Source: an optimization exercise on an open RTL-to-GDS flow (aim: small area). Production flows keep margins and buffers that such runs may drop. In this exercise RTL edits were held to simulation tests only and were not proved equivalent to the original.

==> 01-16: inputs <==
==> flow/design.v (excerpt) <==
module cordic_B(
  input                     clk,
  input                     rst_n,
  input  signed [31:0]      x,
  input  signed [31:0]      y,
  input                     start,
  input                     start1,
  output wire signed [31:0] angle,
  output wire signed [31:0] anglef
);
wire x_neg = x[31] & (|y);
wire y_neg = y[31] & (|x);
wire [15:0] xin = x_neg ? -x[15:0] : x[15:0];
wire [15:0] yin = y_neg ? -y[15:0] : y[15:0];
wire s1 = yin[15];
wire [15:0] u2 = yin ^ {16{s1}};
wire [31:0] uf3 = {u2, {16{s1}}};
wire signed [31:0] xf4 = {xin, 16'd0};
wire signed [31:0] X5 = xf4 >>> 0;
wire [31:0] U6 = uf3 >> 0;
wire [15:0] xn7_s_a = xf4[31:16];
wire [15:0] xn7_s_b = U6[31:16];
wire [15:0] xn7_s_p = xn7_s_a ^ xn7_s_b;
wire [15:0] xn7_s_g = xn7_s_a & xn7_s_b;
wire xn7_s_G1 = xn7_s_g[0] | (xn7_s_p[0] & s1);
wire xn7_s_G2 = xn7_s_g[2] | (xn7_s_p[2] & xn7_s_g[1]);
wire xn7_s_P2 = xn7_s_p[2] & xn7_s_p[1];
wire xn7_s_G3 = xn7_s_g[4] | (xn7_s_p[4] & xn7_s_g[3]);
wire xn7_s_P3 = xn7_s_p[4] & xn7_s_p[3];
wire xn7_s_G4 = xn7_s_g[6] | (xn7_s_p[6] & xn7_s_g[5]);
wire xn7_s_P4 = xn7_s_p[6] & xn7_s_p[5];
wire xn7_s_G5 = xn7_s_g[8] | (xn7_s_p[8] & xn7_s_g[7]);
wire xn7_s_P5 = xn7_s_p[8] & xn7_s_p[7];
wire xn7_s_G6 = xn7_s_g[10] | (xn7_s_p[10] & xn7_s_g[9]);
wire xn7_s_P6 = xn7_s_p[10] & xn7_s_p[9];
wire xn7_s_G7 = xn7_s_g[12] | (xn7_s_p[12] & xn7_s_g[11]);
wire xn7_s_P7 = xn7_s_p[12] & xn7_s_p[11];
wire xn7_s_G8 = xn7_s_g[14] | (xn7_s_p[14] & xn7_s_g[13]);
wire xn7_s_P8 = xn7_s_p[14] & xn7_s_p[13];
wire xn7_s_G9 = xn7_s_g[1] | (xn7_s_p[1] & xn7_s_G1);
wire xn7_s_G10 = xn7_s_G2 | (xn7_s_P2 & xn7_s_G1);
wire xn7_s_G11 = xn7_s_g[5] | (xn7_s_p[5] & xn7_s_G3);
wire xn7_s_P11 = xn7_s_p[5] & xn7_s_P3;
wire xn7_s_G12 = xn7_s_G4 | (xn7_s_P4 & xn7_s_G3);
wire xn7_s_P12 = xn7_s_P4 & xn7_s_P3;
  ...
==> flow/config.mk <==
export PLATFORM = sky130hd
export DESIGN_NAME = cordic_B
export DESIGN_NICKNAME = cordic_B
export VERILOG_FILES = /design/flow/design.v
export SDC_FILE = /design/flow/constraint.sdc
export NUM_CORES = 4
export LEC_CHECK = 0
export CAP_MARGIN = 20
export CORE_MARGIN = 2
export CORE_UTILIZATION = 40
export CTS_BUF_LIST = sky130_fd_sc_hd__clkbuf_8
export CTS_CLUSTER_DIAMETER = 60
export CTS_CLUSTER_SIZE = 18
export PLACE_DENSITY = 0.6
export SLEW_MARGIN = 20
==> flow/constraint.sdc <==
create_clock -name core_clock -period 6.0 [get_ports {clk}]
set_input_delay 1.2000 -clock core_clock [delete_from_list [all_inputs] [get_ports {clk}]]
set_output_delay 1.2000 -clock core_clock [all_outputs]
set_load 0.01 [all_outputs]
run.sh (not shown) runs the stock make flow with config.mk's settings and CLKGATE_MAP_FILE= SYNTH_SCRIPT=/design/flow/synth_recipe.tcl, a recipe that flattens the netlist after the stock synthesis.
==> inputs of 10-21, as changes to 01-16 <==
==> flow/flow/run.sh (new file) <==
#!/bin/bash
# Own layout flow: the standard ORFS flow (standard.sh), with two changes:
#  - ABC maps the logic with an area-oriented script (flow/abc.script) in
#    place of ORFS's abc_speed.script; Yosys's synthesis script and every
#    register it makes are unchanged;
#  - port buffers use the platform's smallest buffer.
set -euo pipefail
here=$(pwd)
rm -rf "$here/scripts"
cp -r "$FLOW_HOME/scripts" "$here/scripts"
cp "$here/flow/abc.script" "$here/scripts/abc_speed.script"
export SCRIPTS_DIR="$here/scripts"
export BUFFER_PORTS_ARGS="-buffer_cell sky130_fd_sc_hd__buf_1"
bash standard.sh > "$here/standard_flow.log" 2>&1
==> flow/flow/abc.script (new file) <==
&get -n
&st
&syn2
&dch -f
&nf -R 1000
&put
buffer -c
topo
stime -c
upsize -c
dnsize -c
==> flow/standard.sh (new file) <==
#!/bin/bash
# synth_recipe.tcl (not shown) runs the flow's synth.tcl, then flattens the netlist and writes it again
# the make line also repeats each setting of config.mk as NAME=value (left out here)
make -C /OpenROAD-flow-scripts/flow DESIGN_CONFIG=/design/flow/config.mk WORK_HOME=/design/flow/orfs CLKGATE_MAP_FILE= SYNTH_SCRIPT=/design/flow/synth_recipe.tcl "${@:-finish}"
- CTS_BUF_LIST: sky130_fd_sc_hd__clkbuf_8 -> sky130_fd_sc_hd__clkbuf_16
- CTS_CLUSTER_DIAMETER: 60 -> 80
- CTS_CLUSTER_SIZE: 18 -> 24
removed: flow/run.sh
==> inputs of 05-13, as changes to 01-16 <==
- CTS_BUF_LIST: sky130_fd_sc_hd__clkbuf_8 -> sky130_fd_sc_hd__clkbuf_4 sky130_fd_sc_hd__clkbuf_8
- CTS_CLUSTER_DIAMETER: 60 -> 50
- CTS_CLUSTER_SIZE: 18 -> 12
==> inputs of 03-08, as changes to 01-16 <==
==> flow/flow/run.sh (new file) <==
#!/bin/bash
# Own layout flow: the standard ORFS flow (standard.sh), with two changes:
#  - ABC maps the logic with an area-oriented script (flow/abc.script) in
#    place of ORFS's abc_speed.script; Yosys's synthesis script and every
#    register it makes are unchanged;
#  - port buffers use the platform's smallest buffer.
set -euo pipefail
here=$(pwd)
rm -rf "$here/scripts"
cp -r "$FLOW_HOME/scripts" "$here/scripts"
cp "$here/flow/abc.script" "$here/scripts/abc_speed.script"
export SCRIPTS_DIR="$here/scripts"
export BUFFER_PORTS_ARGS="-buffer_cell sky130_fd_sc_hd__buf_1"
bash standard.sh > "$here/standard_flow.log" 2>&1
==> flow/flow/abc.script (new file) <==
&get -n
&st
&dch -f
&nf -a -R 1000
&put
buffer -c
topo
stime -c
upsize -c
dnsize -c
==> flow/standard.sh (new file) <==
#!/bin/bash
# synth_recipe.tcl (not shown) runs the flow's synth.tcl, then flattens the netlist and writes it again
# the make line also repeats each setting of config.mk as NAME=value (left out here)
make -C /OpenROAD-flow-scripts/flow DESIGN_CONFIG=/design/flow/config.mk WORK_HOME=/design/flow/orfs CLKGATE_MAP_FILE= SYNTH_SCRIPT=/design/flow/synth_recipe.tcl "${@:-finish}"
- CTS_BUF_LIST: sky130_fd_sc_hd__clkbuf_8 -> sky130_fd_sc_hd__clkbuf_16
- CTS_CLUSTER_DIAMETER: 60 -> 80
- CTS_CLUSTER_SIZE: 18 -> 24
removed: flow/run.sh
==> summary.txt <==
metric	03-08	10-21	01-16	05-13
Global routing usage on met3	1.459%	1.503%	2.378%	2.478%
Worst setup startpoint	c14_s[6]	x[5]	c14_s[9]	c14_s[11]
Worst hold path startpoint	c16_f[2]	c13_s[10]	c9_s[8]	c13_s[6]
Worst Slack Setup Final	0.6396 ns	-0.04157 ns	0.7274 ns	0.7213 ns
Post-synth net total	6158	6087	6429	6429
Reg2Reg Capture Point	c15_r0[2]	c10_v[30]	c15_r0[2]	c15_r0[2]
Post-synthesis sequential area ratio	36.19%	36.84%	35.00%	35.00%
Result of the run	no timing/DRC/antenna violations	finished with violations	no timing/DRC/antenna violations	no timing/DRC/antenna violations
Violated checks	-	setup timing	-	-
Max incr delay on CP	0.61 ns	0.53 ns	0.54 ns	0.54 ns
Part of the cycle the worst path needs	89.34%	100.7%	87.88%	87.98%
Complex-gate fraction of the synthesized area	10.48%	8.888%	11.52%	11.52%


==> inputs of job 7227 <==
Another version of the RTL of cordic_B (not shown whole).
## cordic_B
module cordic_B(
  input                     clk,
  input                     rst_n,
  input  signed [31:0]      x,
  input  signed [31:0]      y,
  input                     start,
  input                     start1,
  output wire signed [31:0] angle,
  output wire signed [31:0] anglef
);
clock: 6.0 ns
lec_check: 0
cap_margin: 20
core_margin: 2
core_utilization: 40
cts_buf_list: sky130_fd_sc_hd__clkbuf_16
cts_cluster_diameter: 80
cts_cluster_size: 24
place_density: 0.6
slew_margin: 20
standard.sh (not shown) runs the stock make flow with config.mk's settings and CLKGATE_MAP_FILE= SYNTH_SCRIPT=/design/flow/synth_recipe.tcl, a recipe that flattens the netlist after the stock synthesis.
==> flow/flow/run.sh <==
#!/bin/bash
# Own layout flow: the standard ORFS flow (standard.sh), with these changes:
#  - ABC maps the logic with an area-oriented script (flow/abc.script) in
#    place of ORFS's abc_speed.script; Yosys's synthesis script and every
#    register it makes are unchanged;
#  - port buffers use the platform's smallest buffer;
#  - clock tree synthesis inserts no dummy loads.
set -euo pipefail
here=$(pwd)
rm -rf "$here/scripts"
cp -r "$FLOW_HOME/scripts" "$here/scripts"
cp "$here/flow/abc.script" "$here/scripts/abc_speed.script"
export SCRIPTS_DIR="$here/scripts"
export BUFFER_PORTS_ARGS="-buffer_cell sky130_fd_sc_hd__buf_1"
export CTS_ARGS="-sink_clustering_enable -repair_clock_nets -sink_clustering_size 24 -sink_clustering_max_diameter 80 -buf_list sky130_fd_sc_hd__clkbuf_16 -dont_use_dummy_load"
bash standard.sh > "$here/standard_flow.log" 2>&1
==> flow/flow/abc.script <==
&get -n
&st
&dch -f
&nf -a -R 1000
&put
buffer -c
topo
stime -c
upsize -c
dnsize -c
==> inputs of job 8324, as changes to job 7227 <==
==> flow/flow/abc.script (replaced) <==
&get -n
&st
&dch -f -x
&nf -R 1000
&put
buffer -c
topo
stime -c
upsize -c
dnsize -c
==> inputs of job 2339, as changes to job 7227 <==
--- a/flow/flow/run.sh
+++ b/flow/flow/run.sh
@@ -13,4 +13,4 @@
 export SCRIPTS_DIR="$here/scripts"
 export BUFFER_PORTS_ARGS="-buffer_cell sky130_fd_sc_hd__buf_1"
-export CTS_ARGS="-sink_clustering_enable -repair_clock_nets -sink_clustering_size 24 -sink_clustering_max_diameter 80 -buf_list sky130_fd_sc_hd__clkbuf_16 -dont_use_dummy_load"
+export CTS_ARGS="-sink_clustering_enable -repair_clock_nets -sink_clustering_size 16 -sink_clustering_max_diameter 60 -buf_list sky130_fd_sc_hd__clkbuf_8 -dont_use_dummy_load"
 bash standard.sh > "$here/standard_flow.log" 2>&1
==> comparison <==
Setup slack: job 8324 is worse than job 2339 (0.054 ns).
Via count, highest first: job 2339, job 8324, job 7227.
Register-to-register slack is about the same in job 7227 and job 2339.
In die area, job 7227 and job 2339 do not differ.
Against job 2339, the clock-buffer cell count of job 7227 is lower by 33.
The lowest wire length belongs to job 7227, the highest to job 8324.
In critical path depth, job 2339 and job 8324 do not differ.
==> figures <==
| quantity | job 7227 | job 8324 | job 2339 |
|---|---|---|---|
| Root cell of the clock tree | sky130_fd_sc_hd__clkbuf_16 | sky130_fd_sc_hd__clkbuf_16 | sky130_fd_sc_hd__clkbuf_8 |
| Horizontal die dimension | 354 um | 354 um | 354 um |
| Antenna cell count | 0 | 1 | 1 |
| Outcome | finished clean | finished clean | finished clean |
| Vias per cell | 4.74 | 4.73 | 4.74 |
| Non-filler cells, final | 6872 | 6904 | 6904 |
| First-pass GRT wire length | 164 mm | 166 mm | 165 mm |
| GRT Overall Usage | 0.159 | 0.162 | 0.160 |
| Hold worst-path end | c3_s[0] | c2_s[0] | c5_s[0] |
| Final non-clock buffer share | 0.0299 | 0.0333 | 0.0296 |
| Met3 layer wire length in the routed design | 2.04 mm | 2.57 mm | 2.29 mm |
| Clock latency of the later-clocked register in the worst-skew pair | 0.62 ns | 0.63 ns | 0.71 ns |
| Layout Skew | 0.0634 ns | 0.0545 ns | 0.0778 ns |
| Final-layout clock buffer total | 46 | 47 | 79 |
| Post-layout instance area | 53300 um2 | 53600 um2 | 53200 um2 |
| Req. time, crit path | 6.50 ns | 6.51 ns | 6.59 ns |


==> build 95 <==
Another version of the RTL of cordic_B (not shown whole).
// cordic_B
module cordic_B(
  input                     clk,
  input                     rst_n,
  input  signed [31:0]      x,
  input  signed [31:0]      y,
  input                     start,
  input                     start1,
  output wire signed [31:0] angle,
  output wire signed [31:0] anglef
);
wire x_neg = x[31] & (|y);
wire y_neg = y[31] & (|x);
wire [15:0] xin = x_neg ? -x[15:0] : x[15:0];
wire [15:0] yin = y_neg ? -y[15:0] : y[15:0];
wire s1 = yin[15];
wire [15:0] u2 = yin ^ {16{s1}};
wire [31:0] uf3 = {u2, {16{s1}}};
wire signed [31:0] xf4 = {xin, 16'd0};
wire signed [31:0] X5 = xf4 >>> 0;
wire [31:0] U6 = uf3 >> 0;
wire [15:0] xn7_s_a = xf4[31:16];
wire [15:0] xn7_s_b = U6[31:16];
wire [15:0] xn7_s_p = xn7_s_a ^ xn7_s_b;
wire [15:0] xn7_s_g = xn7_s_a & xn7_s_b;
wire xn7_s_G1 = xn7_s_g[0] | (xn7_s_p[0] & s1);
wire xn7_s_G2 = xn7_s_g[2] | (xn7_s_p[2] & xn7_s_g[1]);
wire xn7_s_P2 = xn7_s_p[2] & xn7_s_p[1];
wire xn7_s_G3 = xn7_s_g[4] | (xn7_s_p[4] & xn7_s_g[3]);
wire xn7_s_P3 = xn7_s_p[4] & xn7_s_p[3];
wire xn7_s_G4 = xn7_s_g[6] | (xn7_s_p[6] & xn7_s_g[5]);
wire xn7_s_P4 = xn7_s_p[6] & xn7_s_p[5];
wire xn7_s_G5 = xn7_s_g[8] | (xn7_s_p[8] & xn7_s_g[7]);
wire xn7_s_P5 = xn7_s_p[8] & xn7_s_p[7];
wire xn7_s_G6 = xn7_s_g[10] | (xn7_s_p[10] & xn7_s_g[9]);
wire xn7_s_P6 = xn7_s_p[10] & xn7_s_p[9];
wire xn7_s_G7 = xn7_s_g[12] | (xn7_s_p[12] & xn7_s_g[11]);
wire xn7_s_P7 = xn7_s_p[12] & xn7_s_p[11];
wire xn7_s_G8 = xn7_s_g[14] | (xn7_s_p[14] & xn7_s_g[13]);
wire xn7_s_P8 = xn7_s_p[14] & xn7_s_p[13];
  ...
export LEC_CHECK = 0
export CAP_MARGIN = 20
export CORE_MARGIN = 2
export CORE_UTILIZATION = 40
export CTS_BUF_LIST = sky130_fd_sc_hd__clkbuf_16
export CTS_CLUSTER_DIAMETER = 80
export CTS_CLUSTER_SIZE = 24
export PLACE_DENSITY = 0.6
export SLEW_MARGIN = 20
create_clock -name core_clock -period 6.0 [get_ports {clk}]
==> flow/flow/run.sh <==
#!/bin/bash
# Own layout flow: the standard ORFS flow (standard.sh), with two changes:
#  - ABC maps the logic with an area-oriented script (flow/abc.script) in
#    place of ORFS's abc_speed.script; Yosys's synthesis script and every
#    register it makes are unchanged;
#  - port buffers use the platform's smallest buffer.
set -euo pipefail
here=$(pwd)
rm -rf "$here/scripts"
cp -r "$FLOW_HOME/scripts" "$here/scripts"
cp "$here/flow/abc.script" "$here/scripts/abc_speed.script"
export SCRIPTS_DIR="$here/scripts"
export BUFFER_PORTS_ARGS="-buffer_cell sky130_fd_sc_hd__buf_1"
bash standard.sh > "$here/standard_flow.log" 2>&1
==> flow/flow/abc.script <==
&get -n
&st
&dch -f
&nf -a -R 1000
&put
buffer -c
topo
stime -c
upsize -c
dnsize -c
==> inputs of trial 89, as changes to build 95 <==
--- a/flow/flow/run.sh
+++ b/flow/flow/run.sh
@@ -5,3 +5,4 @@
 #    register it makes are unchanged;
-#  - port buffers use the platform's smallest buffer.
+#  - port buffers use the platform's smallest buffer;
+#  - clock tree synthesis inserts no dummy loads.
 set -euo pipefail
@@ -13,2 +14,3 @@
 export BUFFER_PORTS_ARGS="-buffer_cell sky130_fd_sc_hd__buf_1"
+export CTS_ARGS="-sink_clustering_enable -repair_clock_nets -sink_clustering_size 28 -sink_clustering_max_diameter 80 -buf_list sky130_fd_sc_hd__clkbuf_16 -dont_use_dummy_load"
 bash standard.sh > "$here/standard_flow.log" 2>&1
==> inputs of build 18, as changes to build 95 <==
--- a/flow/flow/run.sh
+++ b/flow/flow/run.sh
@@ -5,3 +5,4 @@
 #    register it makes are unchanged;
-#  - port buffers use the platform's smallest buffer.
+#  - port buffers use the platform's smallest buffer;
+#  - clock tree synthesis inserts no dummy loads.
 set -euo pipefail
@@ -13,2 +14,3 @@
 export BUFFER_PORTS_ARGS="-buffer_cell sky130_fd_sc_hd__buf_1"
+export CTS_ARGS="-sink_clustering_enable -repair_clock_nets -sink_clustering_size 24 -sink_clustering_max_diameter 80 -buf_list sky130_fd_sc_hd__clkbuf_16 -dont_use_dummy_load"
 bash standard.sh > "$here/standard_flow.log" 2>&1
==> inputs of trial 77, as changes to build 95 <==
--- a/flow/flow/run.sh
+++ b/flow/flow/run.sh
@@ -1,3 +1,3 @@
 #!/bin/bash
-# Own layout flow: the standard ORFS flow (standard.sh), with two changes:
+# Own layout flow: the standard ORFS flow (standard.sh), with these changes:
 #  - ABC maps the logic with an area-oriented script (flow/abc.script) in
@@ -5,3 +5,4 @@
 #    register it makes are unchanged;
-#  - port buffers use the platform's smallest buffer.
+#  - port buffers use the platform's smallest buffer;
+#  - clock tree synthesis inserts no dummy loads.
 set -euo pipefail
@@ -13,2 +14,3 @@
 export BUFFER_PORTS_ARGS="-buffer_cell sky130_fd_sc_hd__buf_1"
+export CTS_ARGS="-sink_clustering_enable -repair_clock_nets -sink_clustering_size 24 -sink_clustering_max_diameter 80 -buf_list sky130_fd_sc_hd__clkbuf_16 -dont_use_dummy_load"
 bash standard.sh > "$here/standard_flow.log" 2>&1
==> summary.txt <==
- Worst setup slack: build 95 is worse than build 18 (0.0023 ns).
- Utilization is the same in trial 77 and build 18.
- Of trial 77 and trial 89, trial 89 has the higher hold slack (gap 0.021 ns).
- Area after synthesis is the same in trial 89 and build 18.
- Clock skew: build 95 is lower than trial 77 (0.035 ns).
- First-iteration DRC count is the same in build 18 and trial 77.
- In build 95 the via count is higher than in build 18, by 0.34%.
- Trial 77 completed with no timing, DRC or antenna violations. Trial 89 passed the timing, design-rule and antenna checks. Build 95 ran to the end with no violations. Build 18 produced a clean layout.
- In build 18 the clock-buffer cell count is lower than in build 95, by 1.
==> figures <==
metric                                                                 build 18           build 95              trial 89             trial 77
Origin of the critical flop-to-flop path                    c0_v[1]$_DFFE_PN0P_  c10_v[31]$_DFF_P_  c0_v[15]$_DFFE_PN0P_  c0_v[1]$_DFFE_PN0P_
Clock buffers created by TritonCTS                                           47                 47                    44                   47
Hold_sp                                                         c2_s[0]$_DFF_P_    c2_s[0]$_DFF_P_      c13_f[3]$_DFF_P_      c2_s[0]$_DFF_P_
Max Clk Rate                                                          0.176 GHz          0.176 GHz             0.174 GHz            0.176 GHz
Flop2flop setup slack                                                   0.32 ns            0.32 ns               0.26 ns              0.32 ns
Delay of the slowest cell on the worst path                             0.41 ns            0.52 ns               0.44 ns              0.41 ns
Share of final layout cell area taken by non-clock buffers                3.34%              3.31%                 3.36%                3.34%
Final cell count without fillers                                          6,939              6,969                 6,937                6,939
Via count of the first global-routing pass                                32.3k              32.4k                 32.3k                32.3k
Result of the run                                                finished clean     finished clean        finished clean       finished clean
Final critical-path required period                                     5.68 ns            5.68 ns               5.74 ns              5.68 ns
Clock transition at the registers of the reported paths                 0.09 ns            0.10 ns               0.10 ns              0.09 ns
Worst EP required                                                       6.50 ns            6.57 ns               6.49 ns              6.50 ns
Number of cells on the worst reg-to-reg path                                 33                 25                    32                   33
Critical Path Sink                                             c1_v[18]$_DFF_P_  c11_s[15]$_DFF_P_      c1_v[18]$_DFF_P_     c1_v[18]$_DFF_P_
Global-route usage over all layers                                        16.1%              16.1%                 16.1%                16.1%
Vias per inst                                                              4.75               4.75                  4.76                 4.75

-- separate check: timing with driven ports --
In the flow no input, the clock included, has a driving cell. The finished layouts below were timed again as built, in two steps.
Step 1 assumes that a clkbuf_16 drives the clock port and a buf_2 every other input.
Step 2 times the ports against the registers' clock, not the clock port: input delays grow and output delays shrink by t, the midpoint of the rising clock arrivals with the driver on.
Three values: ideal ports, drivers, drivers and shift; two values: the first two.
run | t (ns) | setup WS [ns] | hold slack, ns | worst setup path at the end | worst data-port slew with drivers (ns)
01-16 | 0.830 | 0.727 / 0.727 / -0.028 | 0.321 / 0.321 / 0.321 | input to register | 0.04
10-21 | 0.707 | -0.042 / -0.012 / -0.719 | 0.315 / 0.315 / 0.315 | input to register | 0.05
05-13 | 0.862 | 0.721 / 0.721 / -0.031 | 0.311 / 0.311 / 0.311 | input to register | 0.04
03-08 | 0.733 | 0.640 / 0.640 / 0.246 | 0.316 / 0.316 / 0.316 | input to register | 0.05
job 7227 | 0.651 | 0.327 / 0.327 / 0.139 | 0.310 / 0.310 / 0.310 | input to register | 0.03
job 8324 | 0.672 | 0.279 / 0.279 / -0.037 | 0.313 / 0.313 / 0.313 | input to register | 0.04
job 2339 | 0.732 | 0.333 / 0.333 / 0.036 | 0.286 / 0.286 / 0.286 | input to register | 0.03
build 95 | 0.693 | 0.319 / 0.319 / 0.037 | 0.320 / 0.320 / 0.320 | input to register | 0.04
trial 89 | 0.668 | 0.258 / 0.258 / 0.048 | 0.315 / 0.315 / 0.315 | input to register | 0.04
build 18 | 0.667 | 0.321 / 0.321 / 0.020 | 0.294 / 0.294 / 0.294 | input to register | 0.04
trial 77 | 0.667 | 0.321 / 0.321 / 0.020 | 0.294 / 0.294 / 0.294 | input to register | 0.04
Met with ideal ports but missed after step 2: setup timing in 01-16, 05-13 and job 8324. The setup slack of 01-16, which loses most, moves by 0.000 ns with the drivers and by -0.755 ns with both steps.
